This is an optimization exercise on Yosys and OpenROAD, whose aim is small area and a short achievable clock period, not a production implementation. In this exercise RTL edits were held to simulation tests only and were not proved equivalent to the original. Power figures rest on the tool's default switching activity, not on a simulated workload.

==> onyx <==
// processor
module processor (input clk, rst,
                  output [15:0] imem_addr,
                  input  [15:0] imem_data,
                  output [15:0] dmem_addr,
                  output [15:0] dmem_wdata,
                  output dmem_we,
                  output dmem_re,
                  input  [15:0] dmem_rdata);
wire [15:0] ir = imem_data;
wire [3:0] op = ir[15:12];
wire [2:0] fa = ir[11:9];
wire [2:0] fb = ir[8:6];
wire [2:0] fc = ir[5:3];
wire [1:0] cz = ir[1:0];
wire op_adi  = (op == 4'b0000);
wire op_add  = (op == 4'b0001);
wire op_nand = (op == 4'b0010);
wire op_lhi  = (op == 4'b0011);
wire op_lw   = (op == 4'b0100);
wire op_sw   = (op == 4'b0101);
wire op_beq  = (op == 4'b1000);
wire op_jal  = (op == 4'b1001);
wire op_jlr  = (op == 4'b1010);
wire op_jri  = (op == 4'b1011);
function [16:0] add16(input [15:0] a, input [15:0] b, input ci);
	reg [15:0] g, p, gg, pp;
	integer l, i, m;
	begin
		g = a & b;
		p = a ^ b;
		gg = g;
		pp = p;
		gg[0] = g[0] | (p[0] & ci);
		for (l = 0; l < 4; l = l + 1)
			for (i = 0; i < 16; i = i + 1)
				if ((i >> l) & 1) begin
					m = ((i >> l) << l) - 1;
					gg[i] = gg[i] | (pp[i] & gg[m]);
					pp[i] = pp[i] & pp[m];
				end
		add16 = {gg[15], p ^ {gg[14:0], ci}};
	end
endfunction
reg  [15:0] pc;
reg  [111:0] rf;
reg  [6:0] vld;
reg  cf, zf;
wire pc_rd = op_jal | op_jlr;
  ...
Settings: LEC_CHECK=0, CAP_MARGIN=20, CORE_MARGIN=2, CORE_UTILIZATION=60, CTS_BUF_LIST=sky130_fd_sc_hd__clkbuf_8, SETUP_SLACK_MARGIN=4.5, SLEW_MARGIN=20, SYNTH_HIERARCHICAL=1; clock period 12.5 ns.
standard.sh (not shown) runs the stock make flow with config.mk's settings and CLKGATE_MAP_FILE= SYNTH_SCRIPT=/design/flow/synth_recipe.tcl, a recipe that flattens the netlist after the stock synthesis.
==> flow/flow/run.sh <==
#!/bin/bash
# The standard layout, with plain buf_1 cells (instead of the delay
# buffers buffer_ports picks by default) as the port buffers.
set -euo pipefail
export BUFFER_PORTS_ARGS="-buffer_cell sky130_fd_sc_hd__buf_1"
bash standard.sh > standard_flow.log 2>&1
==> zinc: changes against onyx <==
--- a/flow/design.v
+++ b/flow/design.v
@@ -1,24 +1,14 @@
-module rd_agu (input [2:0] a,
-               input [111:0] rf,
-               input [6:0] vld,
-               input [15:0] pc,
-               input [5:0] imm,
-               output reg [15:0] q,
-               output [6:0] cl,
-               output [10:0] ones,
-               output [10:0] zeros);
-	integer j, i, k, m;
-	always @(*) begin
-		q = pc & {16{a == 3'd7}};
-		for (j = 0; j < 7; j = j + 1)
-			q = q | (rf[j*16 +: 16] & {16{(a == j) & vld[j]}});
-	end
-	reg [6:0] c;
+module agu_carry (input [15:0] q,
+                  input [5:0] imm,
+                  output reg [6:0] c,
+                  output reg [10:0] ones,
+                  output reg [10:0] zeros);
 	reg [5:0] g, t;
 	reg term;
+	integer i, k, m;
 	always @(*) begin
 		g = q[5:0] & imm;
 		t = q[5:0] | imm;
 		c[0] = 1'b0;
 		for (i = 1; i < 7; i = i + 1) begin
 			c[i] = 1'b0;
@@ -27,45 +17,27 @@
 				for (m = k + 1; m < i; m = m + 1)
 					term = term & t[m];
 				c[i] = c[i] | term;
 			end
 		end
 	end
-	reg [10:0] on, ze;
-	integer i3;
+	reg [9:0] po, pz;
+	integer l2, n, r;
 	always @(*) begin
-		on[0] = 1'b1;
-		ze[0] = 1'b1;
-		for (i3 = 0; i3 < 10; i3 = i3 + 1) begin
-			on[i3+1] = on[i3] & q[6+i3];
-			ze[i3+1] = ze[i3] & ~q[6+i3];
-		end
+		po = q[15:6];
+		pz = ~q[15:6];
+		for (l2 = 0; l2 < 4; l2 = l2 + 1)
+			for (n = 0; n < 10; n = n + 1)
+				if ((n >> l2) & 1) begin
+					r = ((n >> l2) << l2) - 1;
+					po[n] = po[n] & po[r];
+					pz[n] = pz[n] & pz[r];
+				end
+		ones = {po, 1'b1};
+		zeros = {pz, 1'b1};
 	end
-	reg [7:0] c6r;
-	reg [5:0] rg, rt;
-	reg c6s, tm;
-	integer j2, k2, m2;
-	always @(*) begin
-		for (j2 = 0; j2 < 8; j2 = j2 + 1) begin
-			rg = (j2 == 7 ? pc[5:0] : rf[j2*16 +: 6]) & imm;
-			rt = (j2 == 7 ? pc[5:0] : rf[j2*16 +: 6]) | imm;
-			c6r[j2] = 1'b0;
-			for (k2 = 0; k2 < 6; k2 = k2 + 1) begin
-				tm = rg[k2];
-				for (m2 = k2 + 1; m2 < 6; m2 = m2 + 1)
-					tm = tm & rt[m2];
-				c6r[j2] = c6r[j2] | tm;
-			end
-		end
-		c6s = c6r[7] & (a == 3'd7);
-		for (j2 = 0; j2 < 7; j2 = j2 + 1)
-			c6s = c6s | (c6r[j2] & (a == j2) & vld[j2]);
-	end
-	assign cl = {c6s, c[5:0]};
-	assign ones = on;
-	assign zeros = ze;
 endmodule
 module rd (input [2:0] a,
            input [111:0] rf,
            input [6:0] vld,
            input [15:0] pc,
            output reg [15:0] d);
@@ -127,13 +99,14 @@
 wire [2:0] pa = pc_rd ? 3'd7 : (op[3] | op[2]) ? fa : fc;
 wire [15:0] p, q;
 wire [16:0] ag;
 rd rp (.a(pa), .rf(rf), .vld(vld), .pc(pc), .d(p));
 wire [6:0] ag_c;
 wire [10:0] ag_1, ag_0;
-rd_agu rq (.a(fb), .rf(rf), .vld(vld), .pc(pc), .imm(ir[5:0]), .q(q), .cl(ag_c), .ones(ag_1), .zeros(ag_0));
+rd rq (.a(fb), .rf(rf), .vld(vld), .pc(pc), .d(q));
+agu_carry agc (.q(q), .imm(ir[5:0]), .c(ag_c), .ones(ag_1), .zeros(ag_0));
 wire ag_inc = ag_c[6] & ~ir[5];
 wire ag_dec = ~ag_c[6] & ir[5];
 assign ag[5:0] = q[5:0] ^ ir[5:0] ^ ag_c[5:0];
 assign ag[15:6] = q[15:6] ^ (({10{ag_inc}} & ag_1[9:0]) | ({10{ag_dec}} & ag_0[9:0]));
 assign ag[16] = ir[5] ? ~(ag_dec & ag_0[10]) : (ag_inc & ag_1[10]);
 wire [15:0] imm6 = {{10{ir[5]}}, ir[5:0]};
@@ -141,27 +114,30 @@
 wire sh = op_add & (cz == 2'b11);
 wire [15:0] x = p;
 wire [15:0] y = op_jri ? imm9 : pc_rd ? 16'd0 : sh ? {q[14:0], 1'b0} : q;
 wire [16:0] sum = add16(x, y, pc_rd);
 wire [15:0] s = sum[15:0];
 wire [15:0] n = ~(x & y);
-wire eq = (p == q);
+wire eq = ~|(x ^ y);
 wire cz_ok = (cz == 2'b00) | ((cz == 2'b01) & zf) | ((cz == 2'b10) & cf);
 wire sel_s = (op_add & (cz_ok | (cz == 2'b11))) | pc_rd;
 wire sel_n = op_nand & cz_ok;
 wire taken = op_jal | (op_beq & eq);
 wire [16:0] pc_sum = add16(pc, taken ? (op[0] ? imm9 : imm6) : 16'd1, 1'b0);
 wire [15:0] pc_seq = pc_sum[15:0];
-wire [15:0] wd = (s & {16{sel_s}}) | (ag[15:0] & {16{op_adi}}) |
-                 (n & {16{sel_n}}) |
-                 (dmem_rdata & {16{op_lw}}) |
-                 ({ir[1:0], 14'd0} & {16{op_lhi}});
+wire [15:0] v = (s & {16{sel_s | op_jri}}) | (ag[15:0] & {16{op_adi}}) |
+                (n & {16{sel_n}}) |
+                (dmem_rdata & {16{op_lw}}) |
+                ({ir[1:0], 14'd0} & {16{op_lhi}});
+wire [15:0] wd = v;
 wire wr_en = op_adi | op_add | op_nand | op_lhi | op_lw | op_jal | op_jlr;
-wire wr7 = wr_en & (fa == 3'd7);
-wire [15:0] pc_next = wr7 ? wd :
-                      op_jlr ? ag[15:0] : op_jri ? s : pc_seq;
+wire a7 = (fa == 3'd7);
+wire wr7 = wr_en & a7;
+wire use_v = wr7 | op_jri;
+wire use_ag = op_jlr & ~a7;
+wire [15:0] pc_next = use_v ? v : use_ag ? ag[15:0] : pc_seq;
 integer j;
 always @(posedge clk)
 	for (j = 0; j < 7; j = j + 1)
 		if (wr_en & (fa == j)) rf[j*16 +: 16] <= wd;
 always @(posedge clk or posedge rst)
 	if (rst) begin
==> flow/flow/run.sh (replaced) <==
#!/bin/bash
# The standard layout with three changes: plain buf_1 cells (instead of the
# delay buffers buffer_ports picks by default) as the port buffers, clkbuf_8
# clock buffers, and no dummy loads on the clock tree.
set -euo pipefail
export BUFFER_PORTS_ARGS="-buffer_cell sky130_fd_sc_hd__buf_1"
export CTS_ARGS="-sink_clustering_enable -repair_clock_nets -buf_list sky130_fd_sc_hd__clkbuf_8 -dont_use_dummy_load"
bash standard.sh > standard_flow.log 2>&1
- CTS_BUF_LIST: sky130_fd_sc_hd__clkbuf_8 -> default
- SETUP_SLACK_MARGIN: 4.5 -> 4.2
==> pepper: changes against onyx <==
--- a/flow/design.v
+++ b/flow/design.v
@@ -37,33 +37,13 @@
 		ze[0] = 1'b1;
 		for (i3 = 0; i3 < 10; i3 = i3 + 1) begin
 			on[i3+1] = on[i3] & q[6+i3];
 			ze[i3+1] = ze[i3] & ~q[6+i3];
 		end
 	end
-	reg [7:0] c6r;
-	reg [5:0] rg, rt;
-	reg c6s, tm;
-	integer j2, k2, m2;
-	always @(*) begin
-		for (j2 = 0; j2 < 8; j2 = j2 + 1) begin
-			rg = (j2 == 7 ? pc[5:0] : rf[j2*16 +: 6]) & imm;
-			rt = (j2 == 7 ? pc[5:0] : rf[j2*16 +: 6]) | imm;
-			c6r[j2] = 1'b0;
-			for (k2 = 0; k2 < 6; k2 = k2 + 1) begin
-				tm = rg[k2];
-				for (m2 = k2 + 1; m2 < 6; m2 = m2 + 1)
-					tm = tm & rt[m2];
-				c6r[j2] = c6r[j2] | tm;
-			end
-		end
-		c6s = c6r[7] & (a == 3'd7);
-		for (j2 = 0; j2 < 7; j2 = j2 + 1)
-			c6s = c6s | (c6r[j2] & (a == j2) & vld[j2]);
-	end
-	assign cl = {c6s, c[5:0]};
+	assign cl = c;
 	assign ones = on;
 	assign zeros = ze;
 endmodule
 module rd (input [2:0] a,
            input [111:0] rf,
            input [6:0] vld,
@@ -141,27 +121,29 @@
 wire sh = op_add & (cz == 2'b11);
 wire [15:0] x = p;
 wire [15:0] y = op_jri ? imm9 : pc_rd ? 16'd0 : sh ? {q[14:0], 1'b0} : q;
 wire [16:0] sum = add16(x, y, pc_rd);
 wire [15:0] s = sum[15:0];
 wire [15:0] n = ~(x & y);
-wire eq = (p == q);
+wire eq = ~|(x ^ y);
 wire cz_ok = (cz == 2'b00) | ((cz == 2'b01) & zf) | ((cz == 2'b10) & cf);
 wire sel_s = (op_add & (cz_ok | (cz == 2'b11))) | pc_rd;
 wire sel_n = op_nand & cz_ok;
 wire taken = op_jal | (op_beq & eq);
 wire [16:0] pc_sum = add16(pc, taken ? (op[0] ? imm9 : imm6) : 16'd1, 1'b0);
 wire [15:0] pc_seq = pc_sum[15:0];
-wire [15:0] wd = (s & {16{sel_s}}) | (ag[15:0] & {16{op_adi}}) |
-                 (n & {16{sel_n}}) |
-                 (dmem_rdata & {16{op_lw}}) |
-                 ({ir[1:0], 14'd0} & {16{op_lhi}});
+wire [15:0] v = (s & {16{sel_s | op_jri}} & ~{16{op_jlr}}) | (ag[15:0] & {16{op_adi | op_jlr}}) |
+                (n & {16{sel_n}}) |
+                (dmem_rdata & {16{op_lw}}) |
+                ({ir[1:0], 14'd0} & {16{op_lhi}});
+wire [15:0] wd = op_jlr ? pc_seq : v;
 wire wr_en = op_adi | op_add | op_nand | op_lhi | op_lw | op_jal | op_jlr;
-wire wr7 = wr_en & (fa == 3'd7);
-wire [15:0] pc_next = wr7 ? wd :
-                      op_jlr ? ag[15:0] : op_jri ? s : pc_seq;
+wire a7 = (fa == 3'd7);
+wire wr7 = wr_en & a7;
+wire use_v = (wr7 & ~op_jlr) | (op_jlr & ~a7) | op_jri;
+wire [15:0] pc_next = use_v ? v : pc_seq;
 integer j;
 always @(posedge clk)
 	for (j = 0; j < 7; j = j + 1)
 		if (wr_en & (fa == j)) rf[j*16 +: 16] <= wd;
 always @(posedge clk or posedge rst)
 	if (rst) begin
@@ -171,13 +153,13 @@
 		zf <= 1'b0;
 	end else begin
 		for (j = 0; j < 7; j = j + 1)
 			if (wr_en & (fa == j)) vld[j] <= 1'b1;
 		pc <= pc_next;
 		if (op_adi | op_add) cf <= op_adi ? ag[16] : (sum[16] & sel_s);
-		if (op_adi | op_add | op_nand | op_lw) zf <= ~|wd;
+		if (op_adi | op_add | op_nand | op_lw) zf <= ~|v;
 	end
 assign imem_addr = pc;
 assign dmem_addr = ag[15:0];
 assign dmem_wdata = p;
 assign dmem_we = op_sw;
 assign dmem_re = op_lw;
==> flow/flow/run.sh (replaced) <==
#!/bin/bash
# The standard layout with three changes: plain buf_1 cells (instead of the
# delay buffers buffer_ports picks by default) as the port buffers, clkbuf_8
# clock buffers, and no dummy loads on the clock tree.
set -euo pipefail
export BUFFER_PORTS_ARGS="-buffer_cell sky130_fd_sc_hd__buf_1"
export CTS_ARGS="-sink_clustering_enable -repair_clock_nets -buf_list sky130_fd_sc_hd__clkbuf_8 -dont_use_dummy_load"
bash standard.sh > standard_flow.log 2>&1
- CTS_BUF_LIST: sky130_fd_sc_hd__clkbuf_8 -> default
==> results.txt <==
status=timing/DRC/antenna clean; RePlAce Congestion=1.05; worst skew pair latency=0.47 ns; Core Rows=44; share of layout cells above drive strength 1=0.147; leak pwr=3.67 nW; first-pass GRT wire length=46500 um; # Post-CTS Setup Buffers=14; most frequent CP cell=a22oi_1; post-synthesis mux area share=0.0235; WP data arrival=5.69 ns; Synth Area in XOR/XNOR=0.0396; M1 wire length=11700 um; share of the synthesized area in the top cell type=0.374; Buffers, non-clock=120; Synth Area per Inst=~11 sq um
(the above is from zinc)
==> results.txt <==
Synth Area per Inst=10.6 sq um; share of layout cells above drive strength 1=0.223; share of the synthesized area in the top cell type=0.374; M1 wire length=roughly 12000 um; CP peak stage delay=between 0.5 and 0.6 ns; status=timing/DRC/antenna clean; post-synthesis mux area share=0.0159; RePlAce Congestion=1.01; leak pwr=3.97 nW; first-pass GRT wire length=between 40000 and 50000 um; Core Rows=between 40 and 50; Buffers, non-clock=163; Synth Area in XOR/XNOR=0.0409; worst skew pair latency=between 0.4 and 0.5 ns; WP data arrival=around 5.4 ns
(the above is from pepper)
==> results.txt <==
share of the synthesized area in the top cell type=0.348; M1 wire length=12600 um; Buffers, non-clock=137; status=timing/DRC/antenna clean; post-synthesis mux area share=0.0166; leak pwr=slightly above 4 nW; Synth Area per Inst=9.97 sq um; # Post-CTS Setup Buffers=14
(the above is from onyx)

==> re-timing with driven ports <==
How much do the figures lean on ideal ports? The routed layouts below were timed once more, with nothing changed but the port constraints.
Step 1: set_driving_cell puts a clkbuf_16 on clk and a buf_2 on each other input, an assumption about the parent block.
Step 2 adds t to the input delays and takes it off the output delays; t is the mean of the earliest and latest rising clock arrival at the registers after step 1. Input paths then give back, and output paths get back, about the clock's delay inside the block.
Slacks: no drivers / after step 1 / after step 2; pairs: no drivers / after step 1.
run | shift t [ns] | setup slack, ns | worst setup path after step 2 | worst slew at a driven data input, ns
onyx | 0.492 | 4.541 / 4.515 / 4.274 | input to register | 0.04
zinc | 0.488 | 4.309 / 4.283 / 4.117 | input to register | 0.06
pepper | 0.470 | 4.606 / 4.582 / 4.212 | input to register | 0.04
After both steps every run listed still meets setup and hold. For pepper, which loses most, drivers alone change the setup slack by -0.024 ns; drivers and shift together by -0.394 ns.
